Context: an optimization exercise on an open-source flow, tuned for small area. The choices shown serve that exercise and are no tape-out recipe. The RTL was checked by simulation tests, not by an equivalence proof against the original design. Power figures rest on the tool's default switching activity, not on a simulated workload.

## 04-21
==> module I2C_Master, before the edit <==
module I2C_Master (
input	wire [7:0] _Data_in,
input	wire [7:0] _Reg_addr,
input	wire [6:0] _Dev_addr,
input	wire	   clk,rst,_RW_sel,
input	wire	 _SDA_in,
output	reg	 	 SDA_out,
output	reg	 	 SCL_out
);
reg [7:0] Data_in;
reg [7:0] Reg_addr;
reg [6:0] Dev_addr;
reg       RW_sel;
reg [5:0] b;
reg [2:0] u;
reg       SDA_in;
wire [2:0] j = b[2:0];
wire idle = (b[5] & ~b[4] & ~b[3] & ~b[0]) | (b[5] & ~b[4] & ~b[3] & ~u[2] & ~u[0]) | (b[5] & ~b[4] & ~b[3] & ~u[2] & ~u[1]);
wire selSCL = (b[5] & ~b[4] & ~b[3] & ~b[0]) | (~RW_sel & ~b[5] & b[1] & b[0]) | (~b[5] & b[3] & b[2] & b[0]) | (b[5] & ~b[4] & ~b[3] & ~u[2] & ~u[0]) | (b[5] & ~b[4] & ~b[3] & ~u[2] & ~u[1]);
wire sel1 = (~b[5] & b[3] & b[2] & ~b[0]) | (RW_sel & ~b[4] & ~b[3] & ~b[2] & b[1] & ~b[0]);
wire selR = (RW_sel & b[4] & b[3] & ~b[2] & b[1] & ~b[0]);
wire gDEV1 = (b[5] & ~b[4] & ~b[2]) | (b[5] & ~b[4] & ~b[1]) | (b[5] & ~b[4] & b[3] & ~b[0]);
wire gREG = (b[4] & ~b[3] & b[0]) | (b[4] & ~b[3] & b[2]) | (b[4] & ~b[3] & b[1]) | (b[4] & b[3] & ~b[2] & ~b[1] & ~b[0]);
wire gWR = (~RW_sel & b[4] & b[3] & b[2]) | (~RW_sel & ~b[5] & ~b[4] & ~b[1]) | (~RW_sel & b[4] & b[3] & b[1]);
wire gDEV2 = (RW_sel & b[4] & b[3] & b[2]) | (RW_sel & ~b[4] & ~b[3] & ~b[2] & ~b[1]) | (RW_sel & b[4] & b[3] & b[1] & b[0]);
wire A = (b[5] & ~b[4]) | (b[4] & ~b[3] & ~b[2] & ~b[1] & ~b[0]) | (b[5] & b[3] & ~b[2] & ~b[1] & b[0]) | (RW_sel & ~b[4] & ~b[3] & ~b[2]);
wire stop_end = (~RW_sel & ~b[5] & b[1] & b[0] & u[2]) | (~b[5] & b[3] & b[2] & b[0] & u[2]);
wire holdR = (~b[5] & b[4]) | (~b[5] & b[3] & b[2]) | (~RW_sel & ~b[5] & b[1]) | (RW_sel & b[5] & b[3] & b[1]);
wire jumpc = (b[5] & b[3] & ~b[2] & ~b[1] & ~b[0] & u[2] & u[1] & u[0]);
wire sample = (~b[5] & ~b[3] & b[2]) | (~b[5] & ~b[4] & b[3] & ~b[2]) | (b[4] & ~b[3] & ~b[2] & ~b[1] & ~b[0]) | (b[5] & b[4] & b[3] & ~b[2] & ~b[1] & b[0]) | (RW_sel & ~b[5] & b[1] & b[0]);
wire [7:0] dev1 = {1'b0, Dev_addr[0], Dev_addr[1], Dev_addr[2], Dev_addr[3], Dev_addr[4], Dev_addr[5], Dev_addr[6]};
wire [7:0] regv = {Reg_addr[1], Reg_addr[2], Reg_addr[3], Reg_addr[4], Reg_addr[5], Reg_addr[6], Reg_addr[7], Reg_addr[0]};
wire [7:0] datv = {Data_in[2], Data_in[3], Data_in[4], Data_in[5], Data_in[6], Data_in[7], Data_in[0], Data_in[1]};
wire [7:0] dev2 = {Dev_addr[2], Dev_addr[3], Dev_addr[4], Dev_addr[5], Dev_addr[6], 1'b0, Dev_addr[0], Dev_addr[1]};
wire sda_d = (gDEV1 & dev1[j]) | (gREG & regv[j]) | (gWR & datv[j]) | (gDEV2 & dev2[j]);
wire force0 = ~rst | (SDA_in & A) | stop_end;
wire hold = SDA_in & holdR;
wire jump = SDA_in & jumpc;
always @(posedge clk) begin
	if (force0) begin
		u <= 3'd5;
		b <= 6'd38;
	end
	else begin
		u <= u + 3'd1;
		if (jump)
			b <= 6'd25;
		else if ((u == 3'd7) & ~hold)
			b <= b + 6'd1;
	end
	if (~rst)
		SDA_in <= 1'b0;
	else if (sample)
		SDA_in <= _SDA_in;
	if (idle) begin
		Data_in <= _Data_in;
		Reg_addr <= _Reg_addr;
		Dev_addr <= _Dev_addr;
		RW_sel <= _RW_sel;
	end
	SDA_out <= (selSCL & SCL_out) | sel1 | (selR & (SDA_in | ~u[2])) | sda_d;
	SCL_out <= idle | (SCL_out ^ (u[1] & ~u[0]));
end
endmodule
clock: 5.0 ns
lec_check: 0
abc_area: 1
cap_margin: 20
core_margin: 2
core_utilization: 40
slew_margin: 20
standard.sh (not shown) runs the stock make flow with config.mk's settings and CLKGATE_MAP_FILE= SYNTH_SCRIPT=/design/flow/synth_recipe.tcl, a recipe that flattens the netlist after the stock synthesis.
==> flow/flow/run.sh <==
#!/bin/bash
# Own layout flow: the standard ORFS flow with three changes.
#  - port buffers use the smallest buffer (buf_1) instead of the default pick
#  - after floorplan every logic cell is swapped to its smallest drive
#    strength (repair_design / repair_timing upsize again where needed)
#  - CTS inserts no dummy load cells
# Each tool's full output stays in orfs/logs; this script's own output goes
# to run.log in the work folder.
set -euo pipefail
W=$(pwd)
exec > "$W/run.log" 2>&1
export BUFFER_PORTS_ARGS="-buffer_cell sky130_fd_sc_hd__buf_1"
export CTS_ARGS="-sink_clustering_enable -repair_clock_nets -dont_use_dummy_load -buf_list sky130_fd_sc_hd__clkbuf_4 -root_buf sky130_fd_sc_hd__clkbuf_4"
export POST_FLOORPLAN_TCL="$W/flow/downsize.tcl"
bash standard.sh finish
==> flow/flow/downsize.tcl <==
# Swap every combinational cell to the smallest-area cell with the same
# function (same base name, other drive strength). Timing repair later in
# the flow upsizes again where it must.
proc my_downsize {} {
  set dont_use {}
  if {[info exists ::env(DONT_USE_CELLS)]} { set dont_use $::env(DONT_USE_CELLS) }
  set block [ord::get_db_block]
  set n 0
  foreach inst [$block getInsts] {
    set m [[$inst getMaster] getName]
    if {![regexp {^(sky130_fd_sc_hd__[a-z0-9]+)_([0-9]+)$} $m -> base sz]} { continue }
    if {[regexp {__(df|edf|sdf|sed|dl|tap|fill|decap|conb|clk|lpflow|probe|diode)} $base]} { continue }
    set best $m
    set cur [get_lib_cells -quiet */$m]
    if {$cur eq ""} { continue }
    set besta [get_property $cur area]
    foreach s {0 1 2 3 4 6 8 12 16} {
      set cand ${base}_$s
      if {$cand eq $m || [lsearch -exact $dont_use $cand] >= 0} { continue }
      set lc [get_lib_cells -quiet */$cand]
      if {$lc eq ""} { continue }
      set a [get_property $lc area]
      if {$a < $besta} { set best $cand; set besta $a }
    }
    if {$best ne $m} {
      replace_cell [$inst getName] $best
      incr n
    }
  }
  puts "my_downsize: resized $n instances"
}
my_downsize
Input changes introduced in 11-04 (baseline for comparison: 04-21):
==> flow/design.v <==
module I2C_Master (
input	wire [7:0] _Data_in,
input	wire [7:0] _Reg_addr,
input	wire [6:0] _Dev_addr,
input	wire	   clk,rst,_RW_sel,
input	wire	 _SDA_in,
output	reg	 	 SDA_out,
output	reg	 	 SCL_out
);
reg [7:0] Data_in;
reg [7:0] Reg_addr;
reg [6:0] Dev_addr;
reg       RW_sel;
reg [3:0] P;
reg [2:0] j;
reg [2:0] u;
reg       SDA_in;
wire idle = (P[3] & ~P[2] & ~j[0]) | (P[3] & ~P[2] & ~u[2] & ~u[0]) | (P[3] & ~P[2] & ~u[2] & ~u[1]);
wire single = (P[2] & P[0]) | (RW_sel & ~P[3] & ~P[0]) | (~RW_sel & ~P[1] & P[0]) | (~P[2] & P[1] & ~P[0]);
wire selSCL = (~RW_sel & ~P[2] & P[1] & ~j[0]) | (~P[3] & P[2] & ~P[1] & P[0]) | (P[3] & ~P[2] & ~u[2] & ~u[0]) | (P[3] & ~P[2] & ~j[0]) | (P[3] & ~P[2] & ~u[2] & ~u[1]);
wire selN = (~P[3] & P[2] & ~P[0]);
wire selR = (RW_sel & ~P[2] & ~P[1] & ~P[0]);
wire gDEV = (P[3] & ~P[1] & ~P[0]) | (RW_sel & ~P[2] & ~P[1] & P[0]);
wire gDEV2 = (RW_sel & ~P[2] & ~P[1] & P[0]);
wire gREG = (P[3] & P[1] & ~P[0]);
wire gWR = (~RW_sel & ~P[3] & ~P[1] & ~P[0]);
wire A = (P[3] & P[0]) | (~P[3] & P[1] & ~P[0]);
wire stop_end = (~RW_sel & ~P[3] & ~P[2] & P[1] & u[2]) | (~P[3] & P[2] & ~P[1] & P[0] & u[2]);
wire holdR = (~P[3] & P[2]) | (~P[2] & ~P[1] & P[0]) | (RW_sel & ~P[2] & ~P[1]);
wire jumpc = (P[3] & j[2] & j[1] & j[0] & u[2] & u[1] & u[0]);
wire sample = (P[3] & P[2] & P[0]) | (RW_sel & ~P[3] & ~P[2] & P[1]);
wire [7:0] devv = {Dev_addr, gDEV2};
wire sda_d = (gDEV & devv[~j]) | (gREG & Reg_addr[~j]) | (gWR & Data_in[~j]);
wire force0 = ~rst | (SDA_in & A) | stop_end;
wire hold = SDA_in & holdR;
wire jump = SDA_in & jumpc;
wire blk_end = (u == 3'd7) & ~hold;
always @(posedge clk) begin
	if (force0) begin
		u <= 3'd5;
		j <= 3'd6;
		P <= 4'd11;
	end
	else begin
		u <= u + 3'd1;
		if (jump)
			P <= 4'd7;
		else if (blk_end & (single | (j == 3'd7)))
			P <= P + 4'd1;
		if (blk_end & ~single)
			j <= j + 3'd1;
	end
	if (~rst)
		SDA_in <= 1'b0;
	else if (sample)
		SDA_in <= _SDA_in;
	if (idle) begin
		Data_in <= _Data_in;
		Reg_addr <= _Reg_addr;
		Dev_addr <= _Dev_addr;
		RW_sel <= _RW_sel;
	end
	SDA_out <= (selSCL & SCL_out) | selN | (selR & (SDA_in | ~u[2])) | sda_d;
	SCL_out <= idle | (SCL_out ^ (u[1] & ~u[0]));
end
endmodule
Every stage of the flow completed for 11-04, and the final layout passed the timing, design-rule and antenna checks.
Summary of 11-04 over 04-21: total met3 wirelength after detailed routing grew by about 30%, maximum clock frequency held steady.
Total cell area at the placement stage down about 3.5% in 11-04 wrt 04-21
04-21 → 11-04: worst setup slack grew by 0.0037 ns, shortest period the worst path allows shows a reduction of 0.0037 ns, die area decreased 4.7%.
Compared to 04-21, 11-04 has routed wire length 270 microns lower.
11-04 vs. 04-21: sequential share of layout area rose by 2.8 points; area fraction in compound gates after synthesis rose by 0.69 points.
When 11-04 is set beside 04-21, its clock power turns out to be about 6% larger.

-- port drivers added, routing unchanged --
The flow's constraints put no driver on any port. The routed layouts listed below were extracted and timed again, unchanged, in two steps. Step 1, drivers: a clkbuf_16 drives clk and a buf_2 each remaining input, both assumed. Step 2 also shifts input and output timing later by t, the mid clock arrival at the registers, as if the neighbouring blocks saw the same clock. Slacks: no drivers / after step 1 / after step 2; pairs: no drivers / after step 1.
| run | shift t [ns] | setup WS [ns] | worst hold slack (ns) | cell pins on the clock port's net |
|---|---|---|---|---|
| 04-21 | 0.348 | 3.094 / 3.094 / 3.094 | 0.478 / 0.478 / 0.478 | 1 |
| 11-04 | 0.354 | 3.098 / 3.075 / 3.018 | 0.449 / 0.449 / 0.449 | 1 |
After both steps every run listed still meets setup and hold. For 11-04, which loses most, drivers alone change the setup slack by -0.023 ns; drivers and shift together by -0.080 ns.
